This is an optimization exercise on Yosys and OpenROAD, whose aim is small area, a short achievable clock period and few clock cycles per item, not a production implementation. Where RTL was checked, it was by simulation tests only, not by an equivalence proof against the original. Only the layout flow was run in runs 1 to 5; the RTL was not checked for function there. Power and IR drop assume default switching activity.

File: design/flow/flow/run.sh
#!/bin/bash
# The standard ORFS layout (standard.sh, unchanged synthesis), with one
# change: the I/O port buffers that placement inserts are buf_1 cells
# (buffer_ports -buffer_cell) rather than the default choice; repair_design
# still resizes them where a port drives a large load.
# Full make/tool output goes to standard.log; ORFS also keeps per-step logs
# under orfs/logs/.
set -uo pipefail
export BUFFER_PORTS_ARGS="-buffer_cell sky130_fd_sc_hd__buf_1"
bash standard.sh finish > standard.log 2>&1
status=$?
tail -n 20 standard.log
exit $status
File: design/flow/standard.sh
#!/bin/bash
# synth_recipe.tcl (not shown) runs the flow's synth.tcl, then flattens the netlist and writes it again
# the make line also repeats each setting of config.mk as NAME=value (left out here)
make -C /OpenROAD-flow-scripts/flow DESIGN_CONFIG=/design/flow/config.mk WORK_HOME=/design/flow/orfs CLKGATE_MAP_FILE= SYNTH_SCRIPT=/design/flow/synth_recipe.tcl "${@:-finish}"
File: design/flow/config.mk
export PLATFORM = sky130hd
export DESIGN_NAME = top
export DESIGN_NICKNAME = top
export VERILOG_FILES = /design/flow/design.v
export SDC_FILE = /design/flow/constraint.sdc
export NUM_CORES = 4
export LEC_CHECK = 0
export CAP_MARGIN = 20
export CORE_MARGIN = 2
export CORE_UTILIZATION = 40
export CTS_CLUSTER_DIAMETER = 80
export CTS_CLUSTER_SIZE = 24
export SETUP_SLACK_MARGIN = 3
export SLEW_MARGIN = 20
File: design/flow/constraint.sdc
create_clock -name core_clock -period 6.0 [get_ports {clk}]
set_input_delay 1.2000 -clock core_clock [delete_from_list [all_inputs] [get_ports {clk}]]
set_output_delay 1.2000 -clock core_clock [all_outputs]
set_load 0.01 [all_outputs]
File: design/flow/design.v
module sha1_round (
  input  [31:0] au,
  input  [31:0] av,
  input  [31:0] b,
  input  [31:0] c,
  input  [31:0] d,
  input  [31:0] zs,
  input  [31:0] zc,
  input         f_ch,      
  input         f_maj,     
  output [31:0] au_n,
  output [31:0] av_n,
  output [4:0]  a_top      
);
  wire [27:0] lo  = {1'b0, au[26:0]} + {1'b0, av[26:0]};
  wire        cl  = lo[27];
  wire [4:0]  th0 = au[31:27] + av[31:27];
  wire [4:0]  th1 = au[31:27] + av[31:27] + 5'd1;
  assign a_top = cl ? th1 : th0;
  wire [31:0] f = f_ch  ? ((b & c) | (~b & d)) :
                  f_maj ? ((b & c) | (b & d) | (c & d)) : (b ^ c ^ d);
  wire [31:0] v = {av[26:0], 5'b0};
  wire [31:0] s1 = zs ^ zc ^ v;
  wire [31:0] c1 = {(zs[30:0] & zc[30:0]) | (zs[30:0] & v[30:0]) | (zc[30:0] & v[30:0]), 1'b0};
  wire [31:0] s2 = s1 ^ c1 ^ f;
  wire [31:0] c2 = {(s1[30:0] & c1[30:0]) | (s1[30:0] & f[30:0]) | (c1[30:0] & f[30:0]), 1'b0};
  wire [31:0] u  = {au[26:0], 5'b0};
  wire [31:0] s3 = s2 ^ c2 ^ u;
  wire [31:0] c3 = {(s2[30:0] & c2[30:0]) | (s2[30:0] & u[30:0]) | (c2[30:0] & u[30:0]), 1'b0};
  wire [4:0]  x0 = s2[4:0] ^ c2[4:0] ^ th0;
  wire [4:0]  x1 = s2[4:0] ^ c2[4:0] ^ th1;
  wire [4:0]  y0 = (s2[4:0] & c2[4:0]) | (s2[4:0] & th0) | (c2[4:0] & th0);
  wire [4:0]  y1 = (s2[4:0] & c2[4:0]) | (s2[4:0] & th1) | (c2[4:0] & th1);
  assign au_n = {s3[31:5], cl ? x1 : x0};
  assign av_n = {c3[31:6], cl ? y1 : y0, 1'b0};
endmodule
module top (
  input          clk,
  input          rstn,
  input          start,
  input          use_prev_cv,
  input  [511:0] data_i,
  input  [159:0] cv,
  output         busy,
  output         out_valid,
  output [159:0] cv_next
);
  reg         busy_r, valid_r;
  reg [6:0]   cnt;              
  reg         ph_ch, ph_maj;    
  reg [1:0]   phn;              
  reg         x_en;             
  reg         en4, en3, en2, last;
  reg [511:0] win;              
  reg [31:0]  au, av, b, c, d;  
  reg [31:0]  zs, zc;           
  reg [31:0]  ha, hb;           
  reg [31:0]  fx;               
  reg         pre_last;         
  reg [15:1]  tok;              
  reg         use_gen;          
  reg [159:0] res;              
  wire idle = ~busy_r & ~valid_r;
  assign busy = busy_r;
  assign out_valid = valid_r;
  assign cv_next = res;
  wire [159:0] hv = use_prev_cv ? res : cv;
  function [31:0] kconst(input [1:0] p);
    case (p)
      2'd0: kconst = 32'h5A827999;
      2'd1: kconst = 32'h6ED9EBA1;
      2'd2: kconst = 32'h8F1BBCDC;
      default: kconst = 32'hCA62C1D6;
    endcase
  endfunction
  wire [31:0] au_n, av_n;
  wire [4:0]  a_top;
  sha1_round u_rnd (.au(au), .av(av), .b(b), .c(c), .d(d), .zs(zs), .zc(zc),
                    .f_ch(ph_ch), .f_maj(ph_maj), .au_n(au_n), .av_n(av_n),
                    .a_top(a_top));
  wire [26:0] a_low = au[26:0] + av[26:0];
  wire [31:0] a_full = {a_top, a_low};
  wire [31:0] wx = win[32*13 +: 32] ^ win[32*8 +: 32] ^ win[32*2 +: 32] ^
                   win[31:0];
  reg  [31:0] wd;
  integer n;
  always @* begin
    wd = 32'd0;
    for (n = 1; n < 16; n = n + 1)
      wd = wd | (data_i[511-32*n -: 32] & {32{tok[n]}});
  end
  wire [31:0] wn = wd | ({wx[30:0], wx[31]} & {32{use_gen}});
  wire [31:0] kn = kconst(phn);
  wire [31:0] xg = x_en ? hb : 32'd0;
  wire [31:0] w1 = win[511:480];
  wire [31:0] p1 = d ^ w1 ^ xg;
  wire [31:0] q1 = {(d[30:0] & w1[30:0]) | (d[30:0] & xg[30:0]) | (w1[30:0] & xg[30:0]), 1'b0};
  wire [31:0] zs_n = p1 ^ q1 ^ kn;
  wire [31:0] zc_n = {(p1[30:0] & q1[30:0]) | (p1[30:0] & kn[30:0]) | (q1[30:0] & kn[30:0]), 1'b0};
  wire [31:0] e0 = hv[31:0];
  wire [31:0] w0 = data_i[511:480];
  wire [31:0] k0 = kconst(2'd0);
  wire [31:0] zs_0 = e0 ^ w0 ^ k0;
  wire [31:0] zc_0 = {(e0[30:0] & w0[30:0]) | (e0[30:0] & k0[30:0]) | (w0[30:0] & k0[30:0]), 1'b0};
  wire [31:0] fy = fx + ha;
  wire [6:0] cnt_n = idle ? 7'd0 : cnt + 7'd1;
  reg  [31:0] ha_c;
  always @* begin
    case (cnt[1:0])
      2'd0: ha_c = cv[31:0];       
      2'd1: ha_c = cv[63:32];      
      2'd2: ha_c = cv[95:64];      
      default: ha_c = cv[127:96];  
    endcase
  end
  wire [31:0] ha_r = (cnt[1:0] == 2'd0) ? res[31:0] : res[63:32];
  wire [31:0] ha_n = use_prev_cv ? ha_r : ha_c;
  wire busy_n  = (idle & start) | (busy_r & ~last);
  wire valid_n = (busy_r & last) | (valid_r & start);
  wire idle_n  = ~busy_n & ~valid_n;
  always @(posedge clk or negedge rstn)
    if (!rstn) begin
      busy_r  <= 1'b0;
      valid_r <= 1'b0;
      tok     <= 15'd1;
      use_gen <= 1'b0;
    end else begin
      busy_r  <= busy_n;
      valid_r <= valid_n;
      tok     <= idle_n ? 15'd1 : {tok[14:1], 1'b0};
      use_gen <= ~idle_n & (use_gen | tok[15]);
    end
  always @(posedge clk) begin
    cnt    <= cnt_n;
    ph_ch  <= cnt_n < 7'd20;
    ph_maj <= cnt_n >= 7'd40 && cnt_n < 7'd60;
    phn    <= cnt_n < 7'd19 ? 2'd0 : cnt_n < 7'd39 ? 2'd1 : cnt_n < 7'd59 ? 2'd2 : 2'd3;
    x_en   <= cnt_n == 7'd78;
    en4    <= cnt_n == 7'd77;
    en3    <= cnt_n == 7'd78;
    en2    <= cnt_n == 7'd79;
    last   <= cnt_n == 7'd80;
    pre_last <= cnt_n == 7'd79;
    fx     <= pre_last ? a_full : {a_full[1:0], a_full[31:2]};
    ha     <= ha_n;
    hb     <= hv[159:128];
    if (idle) begin
      win <= {wn, data_i[511:480], win[479:32]};
      au  <= hv[159:128];
      av  <= 32'd0;
      b   <= hv[127:96];
      c   <= hv[95:64];
      d   <= hv[63:32];
      zs  <= zs_0;
      zc  <= zc_0;
    end else begin
      win <= {wn, win[511:32]};
      au  <= au_n;
      av  <= av_n;
      b   <= a_full;
      c   <= {b[1:0], b[31:2]};
      d   <= c;
      zs  <= zs_n;
      zc  <= zc_n;
    end
    if (busy_r) begin
      if (en4 | en3 | en2 | last) res[127:0] <= {fy, res[127:32]};
      if (last) res[159:128] <= a_full;
    end
  end
endmodule
==> run_results.csv, run 1 <==
group,metric,value,unit
run_status,outcome,"timing/DRC/antenna clean",
min_path,min_from,"win[206]$_DFF_P_",
synthesis,yosysTopAreaCellShare,41.0,%
setup_path,cpMaxStageDelayCell,"xnor2_1",
floorplan,die_w,325,µm
global_route,grt_pass1_wl,217000,µm
setup_path,cp.required,6.33,ns
setup_path,critPathKind,"register to register",
floorplan,die-area,0.106,mm²
sta,max_slew_margin,22.7,%
power_and_ir_drop,ir_drop,0.000341,V
synthesis,synth-simple-area-share,7.74,%
floorplan,core,0.102,mm²
layout,drive_gt1_share,7.63,%
placement,dp_slack,2.51,ns
layout,synthToLayoutAreaGrowth,16.4,%
synthesis,synth_edf_count,160,
power_and_ir_drop,p_per_area,623,mW/mm²
global_route,antenna_found_initial,32,
detailed_routing,wl_per_cell,27.1,µm
clock_tree,path_clk_slew,0.09,ns
detailed_routing,drtIter0Drc,3199,
setup_path,crit_start,"av[6]$_SDFF_PP0_",
sta,final.setup.worst_slack,2.96,ns
power_and_ir_drop,p_leak,19.9,nW
clock_tree,cts_tree,"built",
sta,rsz0062_at_grt,"true",
floorplan,die_h,325,µm
global_route,grt_pass1_vias,30100,
sta,period_needed,3.04,ns
sta,clock-skew-final,0.0432,ns
placement,routabilityCongestion,0.991,
clock_tree,clock_path_buffers,3,
synthesis,syn_inst,3585,
global_route,track_usage,28.5,%
detailed_routing,ant_nets,0,
synthesis,syn-num-nets,4558,
synthesis,ys_ff_latch,1023,
synthesis,synth-compound-area-share,12.3,%
setup_path,crit_path_cell_trace,"ha_1 > nand4_1 > nor2_1 > a211oi_4 > buf_4 > o21ai_0 > a21o_1 > a21oi_1 > xnor2_1",
setup_path,worstSetupStartpointType,"register",
synthesis,yosys-top-cells-area,"dfxtp_1 (41%), edfxtp_1 (12%), fa_1 (8.4%), ha_1 (3.8%), mux2i_1 (3.6%)",
setup_path,r2r-start,"av[6]$_SDFF_PP0_",
floorplan,core.rowCount,117,
synthesis,yosysSeqAreaShare,53.8,%
clock_tree,cts_buffers,55,
floorplan,ios,838,
synthesis,synth_top_family_by_area,"compound AO/OA/AOI/OAI gates",
clock_tree,h-tree-depth,2,
clock_tree,clkLatencyLatePin,0.68,ns
setup_path,cp.arrival,3.37,ns
synthesis,async_flop_share,1.76,%
placement,dp_hpwl,122000,µm
setup_path,crit_fanout,5,
synthesis,syn_area_per_cell,11.5,µm²
sta,setup_viol,0,
sta,fmax,329,MHz
clock_tree,cts_sinks,1023,
setup_path,crit_family,"XOR/XNOR gates",
setup_path,max_stage_delay,0.78,ns
layout,postLayoutCoreUtil,47.0,%
detailed_routing,vias,30700,
placement,port_buffers,837,
detailed_routing,wl,156000,µm
synthesis,yosysTopAreaCell,"dfxtp_1",
setup_path,path_buf_inv,1,
synthesis,syn_area,0.0412,mm²
clock_tree,root_buffer,"clkbuf_16",
min_path,min_path_type,"register to register",
synthesis,yosys.cell_types.count,68,
setup_path,worstSetupEndpointType,"register",
global_route,grt_max_degree,134,
sta,timing.setup.tns,0,ns
detailed_routing,drt-pass1-iter-count,10,
sta,hold_viol,0,
synthesis,synth-xor-area-share,3.80,%
global_route,gr-total-overflow,0,
synthesis,synth_fa_ha_area_share,12.2,%
sta,drv_slew,0,
flow_run,maxCapViolations,0,
layout,final_cell_mix,"buf_1 (836), dfxtp_1 (831), nand2_1 (378)",
layout,nNetsFinal,5315,
synthesis,synthFlopType,"dfxtp_1",
floorplan,start_util,40.4,%
sta,worst_slew_pin_slew,1.15,ns
detailed_routing,routed_via_density,5.33,
synthesis,synthMuxAreaShare,6.78,%
sta,period_share,50.7,%
detailed_routing,drcViolationCount,0,
synthesis,synth-warning-count,1,
layout,final_common_cell,"buf_1",
==> cell usage after synthesis, types with 9 or more instances <==
| library cell | count |
|---|---|
| a211o_1 | 32 |
| a211oi_1 | 55 |
| a21o_1 | 59 |
| a21oi_1 | 108 |
| a222oi_1 | 64 |
| a22oi_1 | 189 |
| and2_1 | 56 |
| buf_1 | 15 |
| clkbuf_1 | 170 |
| dfrtp_1 | 17 |
| dfxtp_1 | 845 |
| edfxtp_1 | 160 |
| fa_1 | 172 |
| ha_1 | 125 |
| inv_1 | 185 |
| mux2_2 | 115 |
| mux2i_1 | 150 |
| nand2_1 | 379 |
| nand3_1 | 50 |
| nand4_1 | 38 |
| nor2_1 | 124 |
| nor2b_1 | 35 |
| o21a_1 | 9 |
| o21ai_0 | 167 |
| xnor2_1 | 119 |
| xor2_1 | 53 |
==> where the power goes <==
part,switching [mW],internal [mW]
Combinational,7.64,6.10
Sequential,1.74,10.1
Clock,2.41,1.88
Total,11.8,18.1
==> sequential cells by signal (all words and copies together), names as in the netlist, 2 cells and up <==
| signal | count |
|---|---|
| zs | 32 |
| zc | 31 |
| b | 32 |
| cnt | 7 |
| ha | 32 |
| win | 512 |
| phn | 2 |
| au | 32 |
| av | 31 |
| res | 160 |
| d | 32 |
| hb | 32 |
| fx | 32 |
| tok | 15 |
| c | 32 |
==> final timing paths <==
check	to	slack [ns]	cells past startpoint
max in group asynchronous	tok[1]$_DFF_PN1_	5.21	2
min	win[174]$_DFF_P_	0.32	0
min in group asynchronous	valid_r$_DFF_PN0_	0.48	2
max	res[140]$_DFFE_PP_	2.96	9
max reg2reg	res[140]$_DFFE_PP_	2.96	9
min reg2reg	win[174]$_DFF_P_	0.32	0
==> repair_timing <==
item                                    in CTS  in global routing
gates resized for setup                     30                 33
hold buffers                                 0                  0
pin swaps                                   11                 16
setup buffers                                9                  7
endpoints found under the hold margin        0                  0
endpoints found under the setup margin      59                 43
==> logic make-up (layout without fill, tap and decap cells) <==
logic type | count (synthesis) | in the layout
DFF | 1023 | 1023
other | 0 | 14
xor gates and xnor gates | 175 | 175
buffers and inverters | 375 | 1168
AOI/OAI and AO/OA | 728 | 728
and+or+nand+nor | 721 | 721
muxes | 265 | 265
adders and majority gates | 298 | 298
==> final cells by class <==
cell class,count,area [µm²]
Antenna cell,14,35.0
Clock buffer,68,1460
Clock inverter,25,287
Fill cell,9724,54100
Inverter,188,706
Multi-Input combinational cell,2187,17900
Sequential cell,1023,22200
Tap cell,1368,1710
Timing Repair Buffer,887,3630
==> worst reg2reg max path: stages, from the launching register on <==
cell,delay (ns)
dfxtp_1,0.35
ha_1,0.43
nand4_1,0.12
nor2_1,0.20
a211oi_4,0.07
buf_4,0.15
o21ai_0,0.35
a21o_1,0.18
a21oi_1,0.07
xnor2_1,0.78
==> per-stage QoR <==
step	power (mW)	hold slack, ns	instance area [µm²]	cells
6_report	29.9	0.322	48000	5760
3_3_place_gp	24.6	0.310	45700	5637
4_1_cts	29.7	0.325	47700	5739
5_1_grt	32.2	0.321	48000	5758
2_1_floorplan	20.2	0.310	41200	3585
3_5_place_dp	24.8	0.312	45700	5637
==> routing by layer <==
metal	share of wire (%)	global-route usage (%)	up-vias	wire length, µm
met5	0.028	0	-	43
met4	4.0	10.7	6	6270
met3	6.9	4.48	286	10800
met2	46	46.2	1445	72100
met1	43	38.4	15000	66700
li1	-	-	14000	-
==> run 2: changes to the inputs <==
--- a/design/flow/design.v
+++ b/design/flow/design.v
@@ -49,14 +49,13 @@
   reg [6:0]   cnt;              
   reg         ph_ch, ph_maj;    
   reg [1:0]   phn;              
-  reg         x_en;             
-  reg         en4, en3, en2, last;
+  reg         en4, en3, en2, en1, last;
+  reg         fx_plain;         
   reg [511:0] win;              
   reg [31:0]  au, av, b, c, d;  
   reg [31:0]  zs, zc;           
-  reg [31:0]  ha, hb;           
+  reg [31:0]  ha;               
   reg [31:0]  fx;               
-  reg         pre_last;         
   reg [15:1]  tok;              
   reg         use_gen;          
   reg [159:0] res;              
@@ -91,30 +90,22 @@
   end
   wire [31:0] wn = wd | ({wx[30:0], wx[31]} & {32{use_gen}});
   wire [31:0] kn = kconst(phn);
-  wire [31:0] xg = x_en ? hb : 32'd0;
-  wire [31:0] w1 = win[511:480];
-  wire [31:0] p1 = d ^ w1 ^ xg;
-  wire [31:0] q1 = {(d[30:0] & w1[30:0]) | (d[30:0] & xg[30:0]) | (w1[30:0] & xg[30:0]), 1'b0};
-  wire [31:0] zs_n = p1 ^ q1 ^ kn;
-  wire [31:0] zc_n = {(p1[30:0] & q1[30:0]) | (p1[30:0] & kn[30:0]) | (q1[30:0] & kn[30:0]), 1'b0};
-  wire [31:0] e0 = hv[31:0];
-  wire [31:0] w0 = data_i[511:480];
-  wire [31:0] k0 = kconst(2'd0);
-  wire [31:0] zs_0 = e0 ^ w0 ^ k0;
-  wire [31:0] zc_0 = {(e0[30:0] & w0[30:0]) | (e0[30:0] & k0[30:0]) | (w0[30:0] & k0[30:0]), 1'b0};
+  wire [31:0] ze = idle ? hv[31:0] : d;
+  wire [31:0] zw = idle ? data_i[511:480] : win[511:480];
+  wire [31:0] zs_n = ze ^ zw ^ kn;
+  wire [31:0] zc_n = {(ze[30:0] & zw[30:0]) | (ze[30:0] & kn[30:0]) | (zw[30:0] & kn[30:0]), 1'b0};
   wire [31:0] fy = fx + ha;
   wire [6:0] cnt_n = idle ? 7'd0 : cnt + 7'd1;
-  reg  [31:0] ha_c;
+  reg  [31:0] ha_n;
   always @* begin
-    case (cnt[1:0])
-      2'd0: ha_c = cv[31:0];       
-      2'd1: ha_c = cv[63:32];      
-      2'd2: ha_c = cv[95:64];      
-      default: ha_c = cv[127:96];  
+    case (cnt)
+      7'd76: ha_n = hv[31:0];
+      7'd77: ha_n = hv[63:32];
+      7'd78: ha_n = hv[95:64];
+      7'd79: ha_n = hv[127:96];
+      default: ha_n = hv[159:128];
     endcase
   end
-  wire [31:0] ha_r = (cnt[1:0] == 2'd0) ? res[31:0] : res[63:32];
-  wire [31:0] ha_n = use_prev_cv ? ha_r : ha_c;
   wire busy_n  = (idle & start) | (busy_r & ~last);
   wire valid_n = (busy_r & last) | (valid_r & start);
   wire idle_n  = ~busy_n & ~valid_n;
@@ -124,26 +115,29 @@
       valid_r <= 1'b0;
       tok     <= 15'd1;
       use_gen <= 1'b0;
+      phn     <= 2'd0;
     end else begin
       busy_r  <= busy_n;
       valid_r <= valid_n;
       tok     <= idle_n ? 15'd1 : {tok[14:1], 1'b0};
       use_gen <= ~idle_n & (use_gen | tok[15]);
+      phn     <= idle_n ? 2'd0 :
+                 cnt_n < 7'd19 ? 2'd0 : cnt_n < 7'd39 ? 2'd1 : cnt_n < 7'd59 ? 2'd2 : 2'd3;
     end
   always @(posedge clk) begin
     cnt    <= cnt_n;
     ph_ch  <= cnt_n < 7'd20;
     ph_maj <= cnt_n >= 7'd40 && cnt_n < 7'd60;
-    phn    <= cnt_n < 7'd19 ? 2'd0 : cnt_n < 7'd39 ? 2'd1 : cnt_n < 7'd59 ? 2'd2 : 2'd3;
-    x_en   <= cnt_n == 7'd78;
     en4    <= cnt_n == 7'd77;
     en3    <= cnt_n == 7'd78;
     en2    <= cnt_n == 7'd79;
-    last   <= cnt_n == 7'd80;
-    pre_last <= cnt_n == 7'd79;
-    fx     <= pre_last ? a_full : {a_full[1:0], a_full[31:2]};
+    en1    <= cnt_n == 7'd80;
+    last   <= cnt_n == 7'd81;
+    fx_plain <= cnt_n == 7'd79 || cnt_n == 7'd80;
+    fx     <= fx_plain ? a_full : {a_full[1:0], a_full[31:2]};
     ha     <= ha_n;
-    hb     <= hv[159:128];
+    zs     <= zs_n;
+    zc     <= zc_n;
     if (idle) begin
       win <= {wn, data_i[511:480], win[479:32]};
       au  <= hv[159:128];
@@ -151,8 +145,6 @@
       b   <= hv[127:96];
       c   <= hv[95:64];
       d   <= hv[63:32];
-      zs  <= zs_0;
-      zc  <= zc_0;
     end else begin
       win <= {wn, win[511:32]};
       au  <= au_n;
@@ -160,12 +152,13 @@
       b   <= a_full;
       c   <= {b[1:0], b[31:2]};
       d   <= c;
-      zs  <= zs_n;
-      zc  <= zc_n;
     end
     if (busy_r) begin
-      if (en4 | en3 | en2 | last) res[127:0] <= {fy, res[127:32]};
-      if (last) res[159:128] <= a_full;
+      if (en4)  res[31:0]    <= fy;
+      if (en3)  res[63:32]   <= fy;
+      if (en2)  res[95:64]   <= fy;
+      if (en1)  res[127:96]  <= fy;
+      if (last) res[159:128] <= fy;
     end
   end
 endmodule
--- a/design/flow/config.mk
+++ b/design/flow/config.mk
@@ -7,7 +7,7 @@
 export LEC_CHECK = 0
 export CAP_MARGIN = 20
 export CORE_MARGIN = 2
-export CORE_UTILIZATION = 40
+export CORE_UTILIZATION = 55
 export CTS_CLUSTER_DIAMETER = 80
 export CTS_CLUSTER_SIZE = 24
 export SETUP_SLACK_MARGIN = 3
==> run 2 against run 1 <==
Setup slack worse by 0.15 ns. Final area is 7.1% lower. Largest cell class unchanged. Clock skew fell by 0.018 ns. Via count shrank 0.46%. Highest routed layer unchanged. Sequential share of layout area increased by 2.1 points.
==> run_results.csv, run 2 <==
group,metric,value,unit
synthesis,yosysTopAreaCell,"dfxtp_1",
synthesis,yosysTopAreaCellShare,42.5,%
synthesis,yosys-top-cells-count,"dfxtp_1 (813), nand2_1 (230), mux2i_1 (201)",
layout,synthToLayoutAreaGrowth,16.3,%
setup_path,worstRegToRegCells,14,
synthesis,yosysMostFrequentCell,"dfxtp_1",
sta,worst_slew_pin_slew,1.40,ns
detailed_routing,wl_per_cell,30.7,µm
clock_tree,clkLatencyLatePin,0.65,ns
placement,dp_hpwl,121000,µm
detailed_routing,drtIter0Drc,4118,
placement,placed_cells,4931,
setup_path,regToRegEndpoint,"au[1]$_DFF_P_",
setup_path,crit_cells,14,
global_route,grt_max_degree,177,
setup_path,r2r-start,"av[1]$_SDFF_PP0_",
synthesis,syn_inst,3288,
setup_path,path_buf_inv,2,
synthesis,async_flop_share,2.01,%
run_status,outcome,"timing/DRC/antenna clean",
layout,largest-register,"win",
floorplan,core.rowCount,96,
synthesis,yosys-top-cells-area,"dfxtp_1 (42%), edfxtp_1 (13%), fa_1 (7.4%), mux2i_1 (5.2%), a22oi_1 (3.7%)",
detailed_routing,wl,155000,µm
global_route,grt_pass1_wl,211000,µm
detailed_routing,routed_via_density,6.05,
sta,rsz0062_at_grt,"true",
global_route,gr-total-overflow,0,
clock_tree,path_clk_slew,0.10,ns
setup_path,max_stage_delay,0.37,ns
sta,period_share,53.2,%
min_path,min_from,"win[295]$_DFF_P_",
layout,drive_gt1_share,6.56,%
layout,final_cell_mix,"buf_1 (836), dfxtp_1 (806), nand2_1 (228)",
floorplan,die_w,268,µm
synthesis,yosys.cell_types.count,67,
sta,fmax,313,MHz
synthesis,synth-warning-count,1,
sta,setup_viol,0,
layout,final_common_cell,"buf_1",
detailed_routing,vias,30600,
detailed_routing,ant_nets,0,
clock_tree,cts_sinks,993,
setup_path,crit_family,"compound AO/OA/AOI/OAI gates",
synthesis,synthFlopType,"dfxtp_1",
global_route,grt_pass1_vias,29400,
clock_tree,root_buffer,"clkbuf_16",
setup_path,crit_path_cell_trace,"ha_4 > inv_2 > fa_2 > and2b_1 > o31ai_2 > a22oi_2 > a31oi_2 > o31a_1 > o21a_2 > o21ai_4 > buf_12 > mux2i_4 > xor2_1 > mux2i_1",
floorplan,ios,838,
setup_path,critPathKind,"register to register",
layout,reg_top3,"win (512), res (160)",
detailed_routing,drt-pass1-iter-count,9,
power_and_ir_drop,p_leak,18.5,nW
sta,clock-skew-final,0.0256,ns
setup_path,rrSetupSlack,2.81,ns
synthesis,syn_area_per_cell,11.7,µm²
setup_path,worstSetupEndpointType,"register",
layout,final_cells,5055,
setup_path,worstSetupStartpointType,"register",
floorplan,die-area,0.0718,mm²
floorplan,die_h,268,µm
min_path,hold_end,"win[263]$_DFF_P_",
min_path,min_path_type,"register to register",
sta,max_slew_margin,6.48,%
setup_path,crit_start,"av[1]$_SDFF_PP0_",
layout,nNetsFinal,4981,
synthesis,syn_area,0.0383,mm²
sta,hold_viol,0,
setup_path,crit_fanout,5,
clock_tree,cts_tree,"built",
floorplan,core,0.0688,mm²
min_path,hold_depth,0,
clock_tree,cts_buffers,50,
global_route,track_usage,41.8,%
setup_path,cp.arrival,3.69,ns
placement,port_buffers,837,
setup_path,cp.required,6.50,ns
sta,timing.setup.tns,0,ns
global_route,antenna_found_initial,40,
floorplan,start_util,55.7,%
clock_tree,h-tree-depth,2,
power_and_ir_drop,ir_drop,0.000348,V
clock_tree,clock_path_buffers,3,
detailed_routing,drcViolationCount,0,
layout,largest_reg_flops,512,
power_and_ir_drop,p_per_area,648,mW/mm²
synthesis,yosysSeqAreaShare,56.3,%
setup_path,cpMaxStageDelayCell,"dfxtp_2",
synthesis,synth_edf_count,160,
synthesis,ys_ff_latch,993,
sta,period_needed,3.19,ns
synthesis,syn-num-nets,4197,
flow_run,maxCapViolations,0,
sta,drv_slew,0,
placement,routabilityCongestion,1.06,
[run 2: worst max path at each step]
| stage | slack, ns | end |
|---|---|---|
| global placement | 2.42 | zs[14]$_DFF_P_ |
| detailed placement | 2.36 | zs[14]$_DFF_P_ |
| global route | 2.72 | au[1]$_DFF_P_ |
| finish | 2.81 | au[1]$_DFF_P_ |
| floorplan | 3.01 | au[4]$_DFF_P_ |
| CTS | 2.85 | au[3]$_DFF_P_ |
[run 2: routing by layer]
| layer | GRT usage [%] | vias to the layer above | share of wire [%] | routed length (µm) |
|---|---|---|---|---|
| li1 | - | 13100 | - | - |
| met1 | 54.1 | 15000 | 38 | 59300 |
| met2 | 66.1 | 2058 | 46 | 71100 |
| met3 | 8.50 | 392 | 9.8 | 15300 |
| met4 | 23.2 | 16 | 6.1 | 9460 |
| met5 | 0 | - | 0.059 | 91 |
[run 2: where the power goes]
| part | internal [mW] | switching, mW |
|---|---|---|
| Sequential | 10.1 | 1.55 |
| Combinational | 5.64 | 7.70 |
| Clock | 1.69 | 2.22 |
[run 2: logic make-up after synthesis]
group,share of synthesized area (%)
flops,56.3
compound gates,12.4
simple gates,6.57
buf+inv,3.51
mux,6.66
fa+ha+maj,10.4
xor+xnor,4.17
[run 2: repair_timing]
action / 4_1_cts / 5_1_grt
gates cloned: 0 / 1
resized for setup: 35 / 45
pin swaps: 19 / 27
hold buffers: 0 / 0
endpoints found under the setup margin: 113 / 115
buffers inserted: 9 / 8
[run 2: worst register-to-register path: cells and delay by family (launching register included)]
kind	cells	cell delay [ns]
muxes	2	0.40
and+or+nand+nor	1	0.23
DFF	1	0.37
xor gates and xnor gates	1	0.20
adders and majority gates	2	0.48
buffers and inverters	2	0.19
AOI/OAI and AO/OA	6	1.20
[run 2: per-stage QoR]
| stage | cell area, µm² | setup WS [ns] | hold WS (ns) | power [mW] | utilization (%) |
|---|---|---|---|---|---|
| floorplan | 38400 | 3.01 | 0.310 | 19.4 | - |
| global placement | 42400 | 2.42 | 0.310 | 23.3 | 61.6 |
| detailed placement | 42400 | 2.36 | 0.312 | 23.9 | 61.6 |
| CTS | 44200 | 2.85 | 0.324 | 28.2 | 64.3 |
| global route | 44600 | 2.72 | 0.326 | 30.6 | 64.8 |
| finish | 44600 | 2.81 | 0.325 | 28.9 | 64.8 |
[run 2: final cells by class]
cell class,count,area [µm²]
Fill cell,5529,24200
Antenna cell,24,60.1
Sequential cell,993,21600
Inverter,191,717
Timing Repair Buffer,898,3660
Clock buffer,67,1370
Tap cell,931,1160
Multi-Input combinational cell,1938,15800
Clock inverter,13,179
==> run 3: changes to the inputs <==
--- a/design/flow/config.mk
+++ b/design/flow/config.mk
@@ -7,7 +7,7 @@
 export LEC_CHECK = 0
 export CAP_MARGIN = 20
 export CORE_MARGIN = 2
-export CORE_UTILIZATION = 55
+export CORE_UTILIZATION = 40
 export CTS_CLUSTER_DIAMETER = 80
 export CTS_CLUSTER_SIZE = 24
 export SETUP_SLACK_MARGIN = 3
==> run 3 against run 2 <==
Flip-flop and latch count did not move. Sequential power barely moved. Non-clock buffer count rose by 6. Worst hold slack got worse by 0.0016 ns. Still clean. Count of clock-buffer cells in the layout rose by 5. Final area rose by 1.7%. Combinational power barely moved. Synthesized cell count did not move. Critical path type unchanged. Via count fell by 3.4%. Setup slack got worse by 0.036 ns.
==> run_results.csv, run 3 <==
group,metric,value,unit
clock_tree,h-tree-depth,2,
placement,port_buffers,837,
layout,fillers,8873,
floorplan,start_util,40.4,%
power_and_ir_drop,p_leak,18.6,nW
layout,synthToLayoutAreaGrowth,18.3,%
synthesis,yosysMostFrequentCell,"dfxtp_1",
sta,fmax,310,MHz
synthesis,syn_area_per_cell,11.7,µm²
global_route,met3_usage,4.69,%
detailed_routing,drtIter0Drc,3038,
synthesis,async_flop_share,2.01,%
sta,final.setup.worst_slack,2.77,ns
clock_tree,hold_buffers,0,
setup_path,max_stage_delay,0.37,ns
power_and_ir_drop,power,29.1,mW
sta,setup_viol,0,
sta,rsz0062_at_grt,"true",
synthesis,synth-warning-count,1,
setup_path,cpMaxStageDelayCell,"dfxtp_4",
detailed_routing,wl_per_cell,30.0,µm
clock_tree,cts_buffers,53,
synthesis,yosys-top-cells-count,"dfxtp_1 (813), nand2_1 (230), mux2i_1 (201)",
layout,reg_top3,"win (512), res (160)",
run_status,outcome,"timing/DRC/antenna clean",
floorplan,core,0.0950,mm²
synthesis,syn_inst,3288,
detailed_routing,drt-pass1-iter-count,7,
setup_path,worstSetupEndpointType,"register",
detailed_routing,vias,29500,
synthesis,syn-num-nets,4197,
synthesis,yosysTopAreaCell,"dfxtp_1",
synthesis,ys_ff_latch,993,
sta,period_share,53.8,%
global_route,gr-usage-met1,40.2,%
sta,clock-skew-final,0.0531,ns
synthesis,yosysSeqAreaShare,56.3,%
global_route,grt_pass1_wl,218000,µm
floorplan,core.rowCount,113,
clock_tree,cts_sinks,993,
synthesis,yosys-top-cells-area,"dfxtp_1 (42%), edfxtp_1 (13%), fa_1 (7.4%), mux2i_1 (5.2%), a22oi_1 (3.7%)",
clock_tree,cts_tree,"built",
placement,routabilityCongestion,1.01,
synthesis,yosys.cell_types.count,67,
detailed_routing,drcViolationCount,0,
power_and_ir_drop,ir_drop,0.000319,V
layout,nNetsFinal,4993,
synthesis,synth_edf_count,160,
sta,drv_slew,0,
sta,hold_viol,0,
clock_tree,clock_path_buffers,3,
floorplan,die_h,314,µm
power_and_ir_drop,p_per_area,642,mW/mm²
sta,max_slew_margin,22.9,%
detailed_routing,ant_nets,0,
sta,timing.setup.tns,0,ns
min_path,min_path_type,"register to register",
global_route,grt_use_met2,52.6,%
global_route,grt-busiest-layer,"met2",
floorplan,die_w,314,µm
global_route,gr-total-overflow,0,
clock_tree,root_buffer,"clkbuf_16",
layout,largest_reg_flops,512,
setup_path,cp.required,6.58,ns
clock_tree,clkLatencyLatePin,0.68,ns
setup_path,crit_fanout,5,
setup_path,worstSetupStartpointType,"register",
layout,postLayoutCoreUtil,47.7,%
sta,hold_slack,0.324,ns
placement,dp_slack,2.42,ns
synthesis,syn_area,0.0383,mm²
placement,dp_hpwl,126000,µm
sta,worst_slew_pin_slew,1.16,ns
synthesis,yosysTopAreaCellShare,42.5,%
global_route,track_usage,31.7,%
flow_run,maxCapViolations,0,
layout,drive_gt1_share,7.21,%
setup_path,critPathKind,"register to register",
layout,largest-register,"win",
detailed_routing,wl,162000,µm
setup_path,crit_path_cell_trace,"ha_4 > inv_2 > fa_2 > and2b_1 > o31ai_2 > a22oi_2 > a31oi_2 > o31a_1 > o21a_2 > o21ai_4 > buf_12 > and3_4 > xor3_1 > mux2i_1",
layout,final_common_cell,"buf_1",
clock_tree,path_clk_slew,0.09,ns
global_route,antenna_found_initial,60,
sta,period_needed,3.23,ns
layout,final_cell_mix,"buf_1 (836), dfxtp_1 (806), nand2_1 (227)",
global_route,grt_max_degree,114,
global_route,grt_pass1_vias,28700,
detailed_routing,routed_via_density,5.46,
synthesis,synthFlopType,"dfxtp_1",
floorplan,ios,838,
floorplan,die-area,0.0983,mm²
setup_path,cp.arrival,3.81,ns
run 3: cell count changes in the layout (fill, tap and decap cells not counted), sizes merged, moves of 2 or more:
cell    previous run  this run
diode             24        31
buf              897       904
clkbuf            68        72
or2                4         6
run 3: logic make-up (layout without fill, tap and decap cells):
| logic type | count (synthesis) | in the layout | synth area share [%] |
|---|---|---|---|
| multiplexers | 249 | 249 | 6.66 |
| AND/OR/NAND/NOR | 550 | 554 | 6.57 |
| adder cells (fa/ha/maj) | 233 | 233 | 10.4 |
| other | 0 | 31 | 0 |
| AO/OA/AOI/OAI | 730 | 730 | 12.4 |
| flip-flops | 993 | 993 | 56.3 |
| buffers and inverters | 358 | 1183 | 3.51 |
| XOR/XNOR | 175 | 175 | 4.17 |
run 3: through the flow:
stage          instances  area, µm²
6_report            5413      45300
2_1_floorplan       3288      38400
5_1_grt             5409      45300
3_5_place_dp        5258      42800
4_1_cts             5366      44900
3_3_place_gp        5258      42800
run 3: layout make-up:
type	count	area (µm²)	share of cell area, %
Tap cell	1265	1580	3.49
Timing Repair Buffer	904	3750	8.26
Sequential cell	993	21600	47.7
Antenna cell	31	77.6	0.171
Multi-Input combinational cell	1941	15900	35.0
Clock buffer	72	1510	3.34
Clock inverter	16	208	0.458
Inverter	191	717	1.58
run 3: per-layer routing:
metal / up-vias / share of wire [%] / routed length, µm
met2: 1529 / 48 / 78100
met3: 294 / 7.0 / 11400
met4: 8 / 5.2 / 8430
met5: - / 0.031 / 51
li1: 13100 / - / -
met1: 14600 / 40 / 64400
run 3: power breakdown:
part / switching (mW) / total [mW] / internal (mW)
Combinational: 7.53 / 13.3 / 5.77
Sequential: 1.53 / 11.6 / 10.1
Clock: 2.32 / 4.19 / 1.87
Total: 11.4 / 29.1 / 17.7
run 3: worst max-delay path: cells and delay by family (launching register included):
kind / cells / cell delay (ns)
buf+inv: 2 / 0.20
fa+ha+maj: 2 / 0.47
compound gates: 6 / 1.20
flops: 1 / 0.37
simple gates: 2 / 0.47
xor+xnor: 1 / 0.30
mux: 1 / 0.15
run 3: path summary, 6_finish.rpt:
check	from	to	slack (ns)	cells past startpoint
max in group asynchronous	rstn	tok[1]$_DFF_PN1_	5.17	2
max reg2reg	av[1]$_SDFF_PP0_	au[4]$_DFF_P_	2.77	14
min	win[156]$_DFF_P_	win[124]$_DFF_P_	0.32	0
max	av[1]$_SDFF_PP0_	au[4]$_DFF_P_	2.77	14
min reg2reg	win[156]$_DFF_P_	win[124]$_DFF_P_	0.32	0
min in group asynchronous	rstn	valid_r$_DFF_PN0_	0.51	2
run 3: what timing repair did:
item                                    CTS  global route
endpoints found under the setup margin  108           132
resized for setup                        47            46
buffers inserted                         19            12
cloned                                    1             3
pin swaps                                23            19
==> run 4: changes to the inputs <==
--- a/design/flow/design.v
+++ b/design/flow/design.v
@@ -56,7 +56,7 @@
   reg [31:0]  zs, zc;           
   reg [31:0]  ha;               
   reg [31:0]  fx;               
-  reg [15:1]  tok;              
+  reg [15:0]  tok;              
   reg         use_gen;          
   reg [159:0] res;              
   wire idle = ~busy_r & ~valid_r;
@@ -85,15 +85,14 @@
   integer n;
   always @* begin
     wd = 32'd0;
-    for (n = 1; n < 16; n = n + 1)
+    for (n = 0; n < 16; n = n + 1)
       wd = wd | (data_i[511-32*n -: 32] & {32{tok[n]}});
   end
   wire [31:0] wn = wd | ({wx[30:0], wx[31]} & {32{use_gen}});
   wire [31:0] kn = kconst(phn);
   wire [31:0] ze = idle ? hv[31:0] : d;
-  wire [31:0] zw = idle ? data_i[511:480] : win[511:480];
-  wire [31:0] zs_n = ze ^ zw ^ kn;
-  wire [31:0] zc_n = {(ze[30:0] & zw[30:0]) | (ze[30:0] & kn[30:0]) | (zw[30:0] & kn[30:0]), 1'b0};
+  wire [31:0] zs_n = ze ^ wn ^ kn;
+  wire [31:0] zc_n = {(ze[30:0] & wn[30:0]) | (ze[30:0] & kn[30:0]) | (wn[30:0] & kn[30:0]), 1'b0};
   wire [31:0] fy = fx + ha;
   wire [6:0] cnt_n = idle ? 7'd0 : cnt + 7'd1;
   reg  [31:0] ha_n;
@@ -113,13 +112,13 @@
     if (!rstn) begin
       busy_r  <= 1'b0;
       valid_r <= 1'b0;
-      tok     <= 15'd1;
+      tok     <= 16'd1;
       use_gen <= 1'b0;
       phn     <= 2'd0;
     end else begin
       busy_r  <= busy_n;
       valid_r <= valid_n;
-      tok     <= idle_n ? 15'd1 : {tok[14:1], 1'b0};
+      tok     <= idle_n ? 16'd1 : {tok[14:0], 1'b0};
       use_gen <= ~idle_n & (use_gen | tok[15]);
       phn     <= idle_n ? 2'd0 :
                  cnt_n < 7'd19 ? 2'd0 : cnt_n < 7'd39 ? 2'd1 : cnt_n < 7'd59 ? 2'd2 : 2'd3;
@@ -138,15 +137,14 @@
     ha     <= ha_n;
     zs     <= zs_n;
     zc     <= zc_n;
+    win    <= {wn, win[511:32]};
     if (idle) begin
-      win <= {wn, data_i[511:480], win[479:32]};
       au  <= hv[159:128];
       av  <= 32'd0;
       b   <= hv[127:96];
       c   <= hv[95:64];
       d   <= hv[63:32];
     end else begin
-      win <= {wn, win[511:32]};
       au  <= au_n;
       av  <= av_n;
       b   <= a_full;
==> run 4 against run 3 <==
Global-route usage down 2.5 points. Critical endpoint is now res[127]$_DFFE_PP_. Via count down 0.81%. Wire length shrank 8.2%. Largest cell class unchanged. Largest power group unchanged. Register-to-register slack worse by 0.10 ns. Setup slack worse by 0.10 ns. Utilization up 0.29 points. Die area about the same. Combinational power is 8% higher. Critical path depth is 2 lower. Critical path type unchanged.
==> run_results.csv, run 4 <==
group,metric,value,unit
detailed_routing,routed_via_density,5.38,
layout,nNetsFinal,5030,
synthesis,synth_edf_count,160,
synthesis,yosys.cell_types.count,66,
floorplan,start_util,40.3,%
sta,drv_slew,0,
setup_path,rrSetupSlack,2.67,ns
setup_path,regToRegEndpoint,"res[127]$_DFFE_PP_",
floorplan,core,0.0950,mm²
clock_tree,clkLatencyLatePin,0.66,ns
setup_path,worstSetupStartpointType,"register",
placement,port_buffers,837,
setup_path,critPathKind,"register to register",
detailed_routing,drt-pass1-iter-count,6,
global_route,track_usage,29.2,%
power_and_ir_drop,p_per_area,654,mW/mm²
run_status,outcome,"timing/DRC/antenna clean",
flow_run,maxCapViolations,0,
detailed_routing,ant_nets,0,
floorplan,die-area,0.0983,mm²
detailed_routing,wl_per_cell,27.4,µm
sta,timing.setup.tns,0,ns
synthesis,yosysTopAreaCellShare,42.5,%
global_route,grt_pass1_wl,205000,µm
clock_tree,root_buffer,"clkbuf_16",
min_path,hold_depth,0,
placement,routabilityCongestion,0.989,
global_route,gr-usage-met1,38.1,%
detailed_routing,drcViolationCount,0,
synthesis,synth-warning-count,1,
synthesis,ys_ff_latch,994,
sta,clock-skew-final,0.0457,ns
clock_tree,hold_buffers,0,
floorplan,die_h,313,µm
layout,final_cell_mix,"buf_1 (836), dfxtp_1 (795), nand2_1 (239)",
synthesis,yosysMostFrequentCell,"dfxtp_1",
detailed_routing,wl,149000,µm
synthesis,syn-num-nets,4211,
clock_tree,cts_buffers,52,
setup_path,crit_path_cell_trace,"ha_4 > o21a_1 > o211a_1 > a211oi_2 > o211ai_1 > a211o_1 > a31o_1 > a221o_1 > a41oi_2 > o21bai_2 > xnor2_2 > buf_6",
placement,dp_hpwl,117000,µm
synthesis,yosys-top-cells-area,"dfxtp_1 (42%), edfxtp_1 (13%), fa_1 (7.4%), mux2i_1 (4.8%), a22oi_1 (3.8%)",
setup_path,cpMaxStageDelayCell,"a221o_1",
layout,drive_gt1_share,8.37,%
floorplan,ios,838,
layout,final_area,0.0456,mm²
sta,worst_slew_pin_slew,1.13,ns
setup_path,cp.arrival,3.74,ns
synthesis,yosysTopAreaCell,"dfxtp_1",
synthesis,async_flop_share,2.11,%
setup_path,path_buf_inv,1,
clock_tree,h-tree-depth,2,
detailed_routing,vias,29300,
sta,period_needed,3.33,ns
power_and_ir_drop,p_leak,18.5,nW
placement,dpl-instance-area,0.0429,mm²
sta,hold_viol,0,
setup_path,max_stage_delay,0.37,ns
global_route,gr-total-overflow,0,
synthesis,syn_area,0.0383,mm²
clock_tree,path_clk_slew,0.11,ns
clock_tree,cts_tree,"built",
global_route,grt_pass1_vias,28300,
setup_path,crit_family,"compound AO/OA/AOI/OAI gates",
setup_path,cp.required,6.41,ns
min_path,min_path_type,"register to register",
floorplan,die_w,313,µm
global_route,grt_use_met2,47.6,%
layout,largest_reg_flops,512,
setup_path,worstSetupEndpointType,"register",
sta,rsz0062_at_grt,"true",
setup_path,r2r-start,"fx[5]$_DFF_P_",
synthesis,yosys-top-cells-count,"dfxtp_1 (813), nand2_1 (241), o21ai_0 (201)",
global_route,grt-busiest-layer,"met2",
clock_tree,clock_path_buffers,3,
layout,final_common_cell,"buf_1",
setup_path,crit_fanout,5,
synthesis,synthFlopType,"dfxtp_1",
sta,period_share,55.5,%
min_path,min_from,"win[477]$_DFF_P_",
setup_path,worstRegToRegCells,12,
power_and_ir_drop,ir_drop,0.000346,V
clock_tree,cts_sinks,994,
layout,synthToLayoutAreaGrowth,19.1,%
sta,setup_viol,0,
synthesis,yosysSeqAreaShare,56.4,%
global_route,met3_usage,4.67,%
layout,reg_top3,"win (512), res (160)",
sta,fmax,300,MHz
global_route,antenna_found_initial,39,
setup_path,crit_cells,12,
layout,largest-register,"win",
floorplan,core.rowCount,113,
detailed_routing,drtIter0Drc,2893,
sta,max_slew_margin,24.6,%
min_path,hold_end,"win[445]$_DFF_P_",
placement,placed_cells,5292,
global_route,grt_max_degree,95,
synthesis,syn_area_per_cell,11.6,µm²
synthesis,syn_inst,3306,
layout,final_cells,5444,
run 4: final cells by class:
class / count / area, µm²
inverters: 187 / 702
multi-input cells: 1971 / 16100
repair buffers: 919 / 3880
well taps: 1265 / 1580
clock inverters: 20 / 226
flip-flops and latches: 994 / 21700
clock buffers: 67 / 1420
diodes: 21 / 52.6
fillers: 8935 / 49400
run 4: worst reg2reg max path: cells and delay by family, from the launching register on:
kind	cells	cell delay (ns)
AOI/OAI and AO/OA	9	2.20
DFF	1	0.35
adders and majority gates	1	0.23
xor gates and xnor gates	1	0.15
buffers and inverters	1	0.14
run 4: repair_timing:
action,in CTS,in global routing
cloned,1,1
setup endpoints to repair,104,105
buffers inserted,29,13
resized for setup,79,58
hold endpoints to repair,0,0
pin swaps,44,45
run 4: worst max path at each step:
stage,start,to
after floorplan,ha[5]$_DFF_P_,res[127]$_DFFE_PP_
after global placement,au[1]$_DFF_P_,au[1]$_DFF_P_
after detailed placement,au[1]$_DFF_P_,au[1]$_DFF_P_
after CTS,fx[5]$_DFF_P_,res[127]$_DFFE_PP_
after global routing,fx[5]$_DFF_P_,res[127]$_DFFE_PP_
final,fx[5]$_DFF_P_,res[127]$_DFFE_PP_
run 4: kinds of logic after synthesis:
logic type / Yosys count / share of synthesized area [%]
flops: 994 / 56.4
compound gates: 760 / 13.0
simple gates: 589 / 7.11
buf+inv: 343 / 3.36
fa+ha+maj: 229 / 10.3
mux: 226 / 6.05
xor+xnor: 165 / 3.84
run 4: power by group:
part	total [mW]	switching, mW	internal [mW]	leakage [nW]
registers	11.5	1.38	10.1	8.53
clock network	4.08	2.27	1.81	0.805
logic	14.3	8.34	5.94	9.22
run 4: per-stage QoR:
step	hold WS [ns]	util, %	setup slack (ns)	total power [mW]
global route	0.323	48.0	2.61	32.0
detailed placement	0.312	45.2	2.19	24.5
floorplan	0.310	-	2.99	19.5
finish	0.321	48.0	2.67	29.8
global placement	0.310	45.2	2.30	24.3
CTS	0.325	47.6	2.58	29.3
run 4: layer usage:
layer / vias up / wire length [µm]
li1: 13200 / -
met1: 14400 / 61400
met2: 1386 / 69600
met3: 271 / 10400
met4: 2 / 7700
met5: - / 14
==> run 5: changes to the inputs <==
--- a/design/flow/config.mk
+++ b/design/flow/config.mk
@@ -10,5 +10,5 @@
 export CORE_UTILIZATION = 40
 export CTS_CLUSTER_DIAMETER = 80
 export CTS_CLUSTER_SIZE = 24
-export SETUP_SLACK_MARGIN = 3
+export SETUP_SLACK_MARGIN = 3.25
 export SLEW_MARGIN = 20
==> run 5 against run 4 <==
Setup slack lost 0.058 ns. Critical endpoint is now res[31]$_DFFE_PP_. Flip-flop and latch count is the same. Cell count grew 0.73%. Still clean on timing, DRC and antenna. Non-clock buffer count grew 37. First-iteration DRC count shrank 12%. Critical path depth is the same. Utilization grew 1.1 points. Sequential power is essentially flat. Synthesized area is the same. Wire length grew 3.5%.
==> run_results.csv, run 5 <==
group,metric,value,unit
run_status,outcome,"timing/DRC/antenna clean",
sta,setup_viol,0,
detailed_routing,routed_via_density,5.41,
setup_path,critPathKind,"register to register",
setup_path,cpMaxStageDelayCell,"a221o_1",
detailed_routing,wl,154000,µm
layout,nNetsFinal,5067,
clock_tree,root_buffer,"clkbuf_16",
floorplan,start_util,40.3,%
synthesis,yosysMostFrequentCell,"dfxtp_1",
floorplan,core,0.0950,mm²
sta,timing.setup.tns,0,ns
clock_tree,cts_sinks,994,
synthesis,yosysTopAreaCell,"dfxtp_1",
floorplan,core.rowCount,113,
setup_path,cp.arrival,3.82,ns
power_and_ir_drop,p_leak,18.9,nW
global_route,track_usage,30.3,%
power_and_ir_drop,ir_drop,0.000433,V
min_path,hold_depth,0,
placement,port_buffers,837,
min_path,min_path_type,"register to register",
synthesis,ys_ff_latch,994,
synthesis,yosys.cell_types.count,66,
setup_path,worstRegToRegCells,12,
detailed_routing,vias,29700,
sta,final.setup.worst_slack,2.61,ns
synthesis,yosysTopAreaCellShare,42.5,%
synthesis,yosys-top-cells-area,"dfxtp_1 (42%), edfxtp_1 (13%), fa_1 (7.4%), mux2i_1 (4.8%), a22oi_1 (3.8%)",
synthesis,syn-num-nets,4211,
synthesis,syn_area,0.0383,mm²
floorplan,die_w,313,µm
layout,reg_top3,"win (512), res (160)",
clock_tree,clkLatencyLatePin,0.68,ns
global_route,grt_pass1_wl,212000,µm
power_and_ir_drop,power,30.7,mW
min_path,hold_end,"win[211]$_DFF_P_",
placement,dp_hpwl,120000,µm
placement,dp_slack,1.68,ns
sta,rsz0062_at_grt,"true",
power_and_ir_drop,p_per_area,658,mW/mm²
layout,drive_gt1_share,11.3,%
detailed_routing,ant_nets,0,
setup_path,crit_family,"compound AO/OA/AOI/OAI gates",
sta,period_needed,3.39,ns
sta,worst_slew_pin_slew,1.14,ns
layout,synthToLayoutAreaGrowth,21.8,%
placement,placed_cells,5296,
layout,fillers,8770,
synthesis,yosysSeqAreaShare,56.4,%
clock_tree,h-tree-depth,2,
synthesis,async_flop_share,2.11,%
sta,period_share,56.5,%
synthesis,syn_area_per_cell,11.6,µm²
clock_tree,cts_buffers,54,
setup_path,max_stage_delay,0.38,ns
setup_path,r2r-start,"fx[5]$_DFF_P_",
layout,final_cells,5484,
placement,routabilityCongestion,0.968,
flow_run,maxCapViolations,0,
clock_tree,hold_buffers,0,
global_route,antenna_found_initial,43,
global_route,grt_max_degree,82,
layout,largest-register,"win",
min_path,min_from,"win[243]$_DFF_P_",
floorplan,die-area,0.0983,mm²
setup_path,cp.required,6.43,ns
global_route,grt_pass1_vias,28900,
layout,final_cell_mix,"buf_1 (836), dfxtp_1 (772), nand2_1 (233)",
layout,final_common_cell,"buf_1",
synthesis,yosys-top-cells-count,"dfxtp_1 (813), nand2_1 (241), o21ai_0 (201)",
floorplan,die_h,313,µm
sta,fmax,295,MHz
detailed_routing,drtIter0Drc,2556,
floorplan,ios,838,
detailed_routing,drt-pass1-iter-count,9,
clock_tree,path_clk_slew,0.10,ns
synthesis,synth_edf_count,160,
clock_tree,clock_path_buffers,3,
synthesis,synthFlopType,"dfxtp_1",
setup_path,worstSetupStartpointType,"register",
setup_path,crit_fanout,5,
global_route,gr-total-overflow,0,
setup_path,rrSetupSlack,2.61,ns
setup_path,worstSetupEndpointType,"register",
sta,hold_viol,0,
sta,clock-skew-final,0.0433,ns
setup_path,regToRegEndpoint,"res[31]$_DFFE_PP_",
clock_tree,cts_tree,"built",
synthesis,syn_inst,3306,
detailed_routing,wl_per_cell,28.1,µm
sta,max_slew_margin,23.5,%
setup_path,crit_path_cell_trace,"ha_4 > o21a_4 > o211a_1 > a211oi_2 > o211ai_1 > a211o_1 > a31o_1 > a221o_1 > a41oi_2 > o21bai_1 > xnor2_2 > buf_6",
sta,drv_slew,0,
setup_path,path_buf_inv,1,
synthesis,synth-warning-count,1,
sta,hold_slack,0.315,ns
detailed_routing,drcViolationCount,0,
layout,largest_reg_flops,512,
run 5: cell types whose count changed in the layout (fill, tap and decap cells not counted), sizes merged:
| cell | delta |
|---|---|
| clkbuf | +3 |
| inv | -1 |
| clkinv | +3 |
| buf | +37 |
| a221oi | -1 |
| or2 | -1 |
run 5: where the power goes:
group / switching (mW) / internal [mW] / total, mW / leakage [nW]
Clock: 2.37 / 1.86 / 4.23 / 0.856
Sequential: 1.40 / 10.1 / 11.5 / 8.53
Combinational: 8.45 / 6.48 / 14.9 / 9.52
Total: 12.2 / 18.5 / 30.7 / 18.9
run 5: worst max path at each step:
stage / slack (ns) / from / to / cells after the start
after floorplan: 3.02 / ha[5]$_DFF_P_ / res[125]$_DFFE_PP_ / 11
final: 2.61 / fx[5]$_DFF_P_ / res[31]$_DFFE_PP_ / 12
after global placement: 1.64 / data_i[503] / zs[23]$_DFF_P_ / 6
after detailed placement: 1.68 / data_i[503] / zs[23]$_DFF_P_ / 6
after global routing: 2.55 / fx[5]$_DFF_P_ / res[31]$_DFFE_PP_ / 12
after CTS: 2.59 / fx[5]$_DFF_P_ / res[31]$_DFFE_PP_ / 11
run 5: timing repair:
| action | in CTS | in global routing |
|---|---|---|
| pin swaps | 56 | 62 |
| resized for setup | 163 | 114 |
| setup buffers | 38 | 37 |
| endpoints found under the setup margin | 201 | 187 |
run 5: final cells by class:
class	count	area, µm²	area share (%)
Sequential cell	994	21700	46.5
Multi-Input combinational cell	1969	16600	35.7
Timing Repair Buffer	956	4230	9.06
Tap cell	1265	1580	3.39
Clock buffer	70	1460	3.14
Inverter	187	702	1.50
Clock inverter	22	292	0.625
Antenna cell	21	52.6	0.113
run 5: routing by layer:
metal  wire length, µm  share of wire [%]  track usage (%)
met1             62500                 41             38.5
met2             71800                 47             49.7
met3             10700                7.0             5.23
met4              9280                6.0             15.5
met5                22              0.014                0
run 5: cells by family (layout without fill, tap and decap cells):
| group | count (synthesis) | in the layout | share of synthesized area [%] |
|---|---|---|---|
| AOI/OAI and AO/OA | 760 | 760 | 13.0 |
| xor gates and xnor gates | 165 | 165 | 3.84 |
| adders and majority gates | 229 | 229 | 10.3 |
| buffers and inverters | 343 | 1235 | 3.36 |
| DFF | 994 | 994 | 56.4 |
| muxes | 226 | 226 | 6.05 |
| other | 0 | 21 | 0 |
| and+or+nand+nor | 589 | 589 | 7.11 |
run 5: metrics by stage:
| step | util (%) | cell area (µm²) |
|---|---|---|
| finish | 49.1 | 46700 |
| global route | 49.1 | 46600 |
| CTS | 48.2 | 45800 |
| detailed placement | 45.3 | 43000 |
| global placement | 45.2 | 43000 |
| floorplan | - | 38400 |
==> run 6: changes to the inputs <==
--- a/design/flow/design.v
+++ b/design/flow/design.v
@@ -56,7 +56,7 @@
   reg [31:0]  zs, zc;           
   reg [31:0]  ha;               
   reg [31:0]  fx;               
-  reg [15:0]  tok;              
+  reg [15:1]  tok;              
   reg         use_gen;          
   reg [159:0] res;              
   wire idle = ~busy_r & ~valid_r;
@@ -85,14 +85,19 @@
   integer n;
   always @* begin
     wd = 32'd0;
-    for (n = 0; n < 16; n = n + 1)
+    for (n = 1; n < 16; n = n + 1)
       wd = wd | (data_i[511-32*n -: 32] & {32{tok[n]}});
   end
   wire [31:0] wn = wd | ({wx[30:0], wx[31]} & {32{use_gen}});
   wire [31:0] kn = kconst(phn);
-  wire [31:0] ze = idle ? hv[31:0] : d;
-  wire [31:0] zs_n = ze ^ wn ^ kn;
-  wire [31:0] zc_n = {(ze[30:0] & wn[30:0]) | (ze[30:0] & kn[30:0]) | (wn[30:0] & kn[30:0]), 1'b0};
+  wire [31:0] w1 = win[511:480];
+  wire [31:0] zs_n = d ^ w1 ^ kn;
+  wire [31:0] zc_n = {(d[30:0] & w1[30:0]) | (d[30:0] & kn[30:0]) | (w1[30:0] & kn[30:0]), 1'b0};
+  wire [31:0] e0 = hv[31:0];
+  wire [31:0] w0 = data_i[511:480];
+  wire [31:0] k0 = kconst(2'd0);
+  wire [31:0] zs_0 = e0 ^ w0 ^ k0;
+  wire [31:0] zc_0 = {(e0[30:0] & w0[30:0]) | (e0[30:0] & k0[30:0]) | (w0[30:0] & k0[30:0]), 1'b0};
   wire [31:0] fy = fx + ha;
   wire [6:0] cnt_n = idle ? 7'd0 : cnt + 7'd1;
   reg  [31:0] ha_n;
@@ -112,21 +117,19 @@
     if (!rstn) begin
       busy_r  <= 1'b0;
       valid_r <= 1'b0;
-      tok     <= 16'd1;
+      tok     <= 15'd1;
       use_gen <= 1'b0;
-      phn     <= 2'd0;
     end else begin
       busy_r  <= busy_n;
       valid_r <= valid_n;
-      tok     <= idle_n ? 16'd1 : {tok[14:0], 1'b0};
+      tok     <= idle_n ? 15'd1 : {tok[14:1], 1'b0};
       use_gen <= ~idle_n & (use_gen | tok[15]);
-      phn     <= idle_n ? 2'd0 :
-                 cnt_n < 7'd19 ? 2'd0 : cnt_n < 7'd39 ? 2'd1 : cnt_n < 7'd59 ? 2'd2 : 2'd3;
     end
   always @(posedge clk) begin
     cnt    <= cnt_n;
     ph_ch  <= cnt_n < 7'd20;
     ph_maj <= cnt_n >= 7'd40 && cnt_n < 7'd60;
+    phn    <= cnt_n < 7'd19 ? 2'd0 : cnt_n < 7'd39 ? 2'd1 : cnt_n < 7'd59 ? 2'd2 : 2'd3;
     en4    <= cnt_n == 7'd77;
     en3    <= cnt_n == 7'd78;
     en2    <= cnt_n == 7'd79;
@@ -135,21 +138,24 @@
     fx_plain <= cnt_n == 7'd79 || cnt_n == 7'd80;
     fx     <= fx_plain ? a_full : {a_full[1:0], a_full[31:2]};
     ha     <= ha_n;
-    zs     <= zs_n;
-    zc     <= zc_n;
-    win    <= {wn, win[511:32]};
     if (idle) begin
+      win <= {wn, data_i[511:480], win[479:32]};
       au  <= hv[159:128];
       av  <= 32'd0;
       b   <= hv[127:96];
       c   <= hv[95:64];
       d   <= hv[63:32];
+      zs  <= zs_0;
+      zc  <= zc_0;
     end else begin
+      win <= {wn, win[511:32]};
       au  <= au_n;
       av  <= av_n;
       b   <= a_full;
       c   <= {b[1:0], b[31:2]};
       d   <= c;
+      zs  <= zs_n;
+      zc  <= zc_n;
     end
     if (busy_r) begin
       if (en4)  res[31:0]    <= fy;
--- a/design/flow/config.mk
+++ b/design/flow/config.mk
@@ -10,5 +10,5 @@
 export CORE_UTILIZATION = 40
 export CTS_CLUSTER_DIAMETER = 80
 export CTS_CLUSTER_SIZE = 24
-export SETUP_SLACK_MARGIN = 3.25
+export SETUP_SLACK_MARGIN = 3.15
 export SLEW_MARGIN = 20
==> run 6 against run 5 <==
Flip-flop and latch count down 1. Worst hold slack better by 0.0063 ns. Synthesized area up 2.9%. Largest cell class unchanged. Highest routed layer unchanged.
==> run_results.csv, run 6 <==
group,metric,value,unit
clock_tree,clkLatencyLatePin,0.68,ns
synthesis,ys_ff_latch,993,
synthesis,yosys.cell_types.count,76,
layout,largest_reg_flops,512,
detailed_routing,wl_per_cell,28.2,µm
floorplan,die_h,318,µm
clock_tree,clock_path_buffers,3,
clock_tree,cts_tree,"built",
clock_tree,cts_buffers,53,
layout,synthToLayoutAreaGrowth,18.8,%
synthesis,yosysMostFrequentCell,"dfxtp_1",
setup_path,worstSetupEndpointType,"register",
layout,drive_gt1_share,8.72,%
sta,max_slew_margin,29.1,%
synthesis,synthMuxAreaShare,6.49,%
layout,final_common_cell,"buf_1",
sta,worst_slew_pin_slew,1.06,ns
global_route,track_usage,30.0,%
clock_tree,root_buffer,"clkbuf_16",
synthesis,synth-xor-area-share,3.89,%
floorplan,start_util,40.2,%
sta,rsz0062_at_grt,"true",
placement,port_buffers,837,
clock_tree,h-tree-depth,2,
sta,setup_viol,0,
setup_path,cp.arrival,3.44,ns
min_path,min_path_type,"register to register",
power_and_ir_drop,p_per_area,640,mW/mm²
synthesis,synth_edf_count,160,
clock_tree,path_clk_slew,0.10,ns
synthesis,synth_fa_ha_area_share,11.1,%
placement,routabilityCongestion,0.936,
detailed_routing,wl,157000,µm
detailed_routing,drt-pass1-iter-count,8,
global_route,grt_pass1_vias,29700,
detailed_routing,routed_via_density,5.47,
clock_tree,cts_sinks,993,
global_route,grt_pass1_wl,217000,µm
synthesis,synthFlopType,"dfxtp_1",
power_and_ir_drop,power.switching,11.9,mW
clock_tree,hold_buffers,0,
synthesis,syn_inst,3445,
synthesis,syn_area,0.0394,mm²
global_route,grt_max_degree,205,
floorplan,die_w,318,µm
synthesis,syn-num-nets,4388,
synthesis,synth-simple-area-share,7.04,%
setup_path,worstSetupStartpointType,"register",
run_status,outcome,"timing/DRC/antenna clean",
synthesis,synth_top_family_by_area,"compound AO/OA/AOI/OAI gates",
sta,period_share,48.4,%
floorplan,core.rowCount,115,
floorplan,ios,838,
power_and_ir_drop,pwr-share-seq,39.1,%
sta,hold_viol,0,
power_and_ir_drop,power,30.0,mW
synthesis,yosys-top-cells-count,"dfxtp_1 (815), nand2_1 (275), mux2i_1 (217)",
synthesis,async_flop_share,1.81,%
power_and_ir_drop,ir_drop,0.000367,V
synthesis,synth-warning-count,1,
layout,final_cell_mix,"buf_1 (835), dfxtp_1 (785), nand2_1 (274)",
global_route,antenna_found_initial,32,
floorplan,core,0.0980,mm²
setup_path,rrSetupSlack,3.10,ns
floorplan,die-area,0.101,mm²
sta,clock-skew-final,0.0449,ns
layout,largest-register,"win",
setup_path,critPathKind,"register to register",
synthesis,synth-compound-area-share,13.2,%
synthesis,syn_area_per_cell,11.4,µm²
sta,period_needed,2.90,ns
layout,postLayoutCoreUtil,47.8,%
placement,dp_hpwl,124000,µm
synthesis,yosysSeqAreaShare,54.7,%
power_and_ir_drop,combPwrFrac,47.0,%
synthesis,yosys-top-cells-area,"dfxtp_1 (41%), edfxtp_1 (12%), fa_1 (7.1%), mux2i_1 (5.5%), ha_1 (4.1%)",
power_and_ir_drop,p_int,18.1,mW
detailed_routing,ant_nets,0,
sta,fmax,344,MHz
power_and_ir_drop,clkPwrFrac,13.9,%
power_and_ir_drop,p_leak,19.4,nW
detailed_routing,drtIter0Drc,3189,
detailed_routing,vias,30500,
synthesis,yosysTopAreaCellShare,41.4,%
layout,nNetsFinal,5189,
layout,fillers,9195,
sta,drv_slew,0,
sta,timing.setup.tns,0,ns
flow_run,maxCapViolations,0,
detailed_routing,drcViolationCount,0,
setup_path,cp.required,6.54,ns
global_route,gr-total-overflow,0,
setup_path,crit_fanout,6,
layout,reg_top3,"win (512), res (160)",
power_and_ir_drop,sw_frac_of_total,39.6,%
synthesis,yosysTopAreaCell,"dfxtp_1",
-- run 6: repair_timing --
item                                    4_1_cts  5_1_grt
endpoints found under the setup margin      179      137
gates resized for setup                     104       75
setup buffers                                24       22
gates cloned                                  1        0
pin swaps                                    32       24
-- run 6: cell type report --
cell class,instances,area [µm²],share of cell area (%)
repair buffers,919,3870,8.26
flip-flops and latches,993,21700,46.2
inverters,195,732,1.56
clock buffers,67,1480,3.17
multi-input cells,2084,17200,36.8
well taps,1287,1610,3.44
clock inverters,18,216,0.462
diodes,18,45.0,0.0962
-- run 6: path summary, 6_finish.rpt --
kind / from / end / depth (start not counted)
max reg2reg: au[13]$_DFF_P_ / au[1]$_DFF_P_ / 9
min: win[347]$_DFF_P_ / win[315]$_DFF_P_ / 0
max in group asynchronous: rstn / tok[11]$_DFF_PN0_ / 1
min reg2reg: win[347]$_DFF_P_ / win[315]$_DFF_P_ / 0
min in group asynchronous: rstn / valid_r$_DFF_PN0_ / 1
max: au[13]$_DFF_P_ / au[1]$_DFF_P_ / 9
-- run 6: logic make-up after synthesis --
group | count (synthesis)
mux | 251
flops | 993
buf+inv | 369
compound gates | 779
xor+xnor | 172
simple gates | 613
fa+ha+maj | 268
-- run 6: power groups by stage --
stage | sequential [mW] | combinational, mW | clock [mW]
floorplan | 11.1 | 8.56 | 0
finish | 11.7 | 14.1 | 4.17
global route | 12.0 | 15.6 | 4.48
global placement | 11.7 | 12.4 | 0
CTS | 11.7 | 13.5 | 4.24
detailed placement | 11.8 | 12.5 | 0
-- run 6: metal layers --
metal  wire length [µm]  track usage, %  part of all wire [%]
met5                 61               0                 0.039
met4               6230            10.6                   4.0
met3              11600            5.18                   7.4
met2              73600            49.5                    47
met1              65800            39.6                    42
-- run 6: per-stage QoR --
stage | setup WS, ns | hold slack [ns] | cells | cell area [µm²]
2_1_floorplan | 3.19 | 0.310 | 3445 | 39500
3_3_place_gp | 2.37 | 0.310 | 5431 | 43900
3_5_place_dp | 2.30 | 0.312 | 5431 | 43900
4_1_cts | 3.05 | 0.316 | 5541 | 46300
5_1_grt | 2.98 | 0.328 | 5575 | 46800
6_report | 3.10 | 0.322 | 5581 | 46800
-- run 6: worst max-delay path: stages (launching register included) --
cell and delay [ns]:
dfxtp_4 0.38, ha_4 0.25, and3_4 0.21, a311o_2 0.46, a211oi_4 0.24, nand4_1 0.18
a31oi_4 0.38, mux2i_4 0.38, xor2_1 0.20, mux2i_1 0.09
Testbench counts of run 6, summed over its fixed seeds: cycles 40,320, blocks 480.

separate check: timing with driven ports:
The flow's constraints put no driver on any port. The routed layouts listed below were extracted and timed again, unchanged, in two steps.
Step 1 sets driving cells, clkbuf_16 on the clock port and buf_2 on the other inputs (assumed; they add their load-dependent delay and slew).
Step 2 also shifts input and output timing later by t, the mid clock arrival at the registers, as if the neighbouring blocks saw the same clock.
Three values: ideal, step 1, step 2; two values: the first two.
run | t (ns) | setup slack, ns | hold slack, ns
run 1 | 0.730 | 2.958 / 2.958 / 2.618 | 0.322 / 0.322 / 0.322
run 2 | 0.712 | 2.807 / 2.807 / 2.571 | 0.325 / 0.325 / 0.325
run 3 | 0.722 | 2.770 / 2.770 / 2.425 | 0.324 / 0.324 / 0.324
run 4 | 0.706 | 2.670 / 2.670 / 2.435 | 0.321 / 0.321 / 0.321
run 5 | 0.721 | 2.612 / 2.612 / 2.559 | 0.315 / 0.315 / 0.315
run 6 | 0.729 | 3.095 / 3.095 / 2.423 | 0.322 / 0.322 / 0.322
After both steps setup and hold are still met in every run listed. For run 6, which loses most, drivers alone change the setup slack by 0.000 ns; drivers and shift together by -0.672 ns.
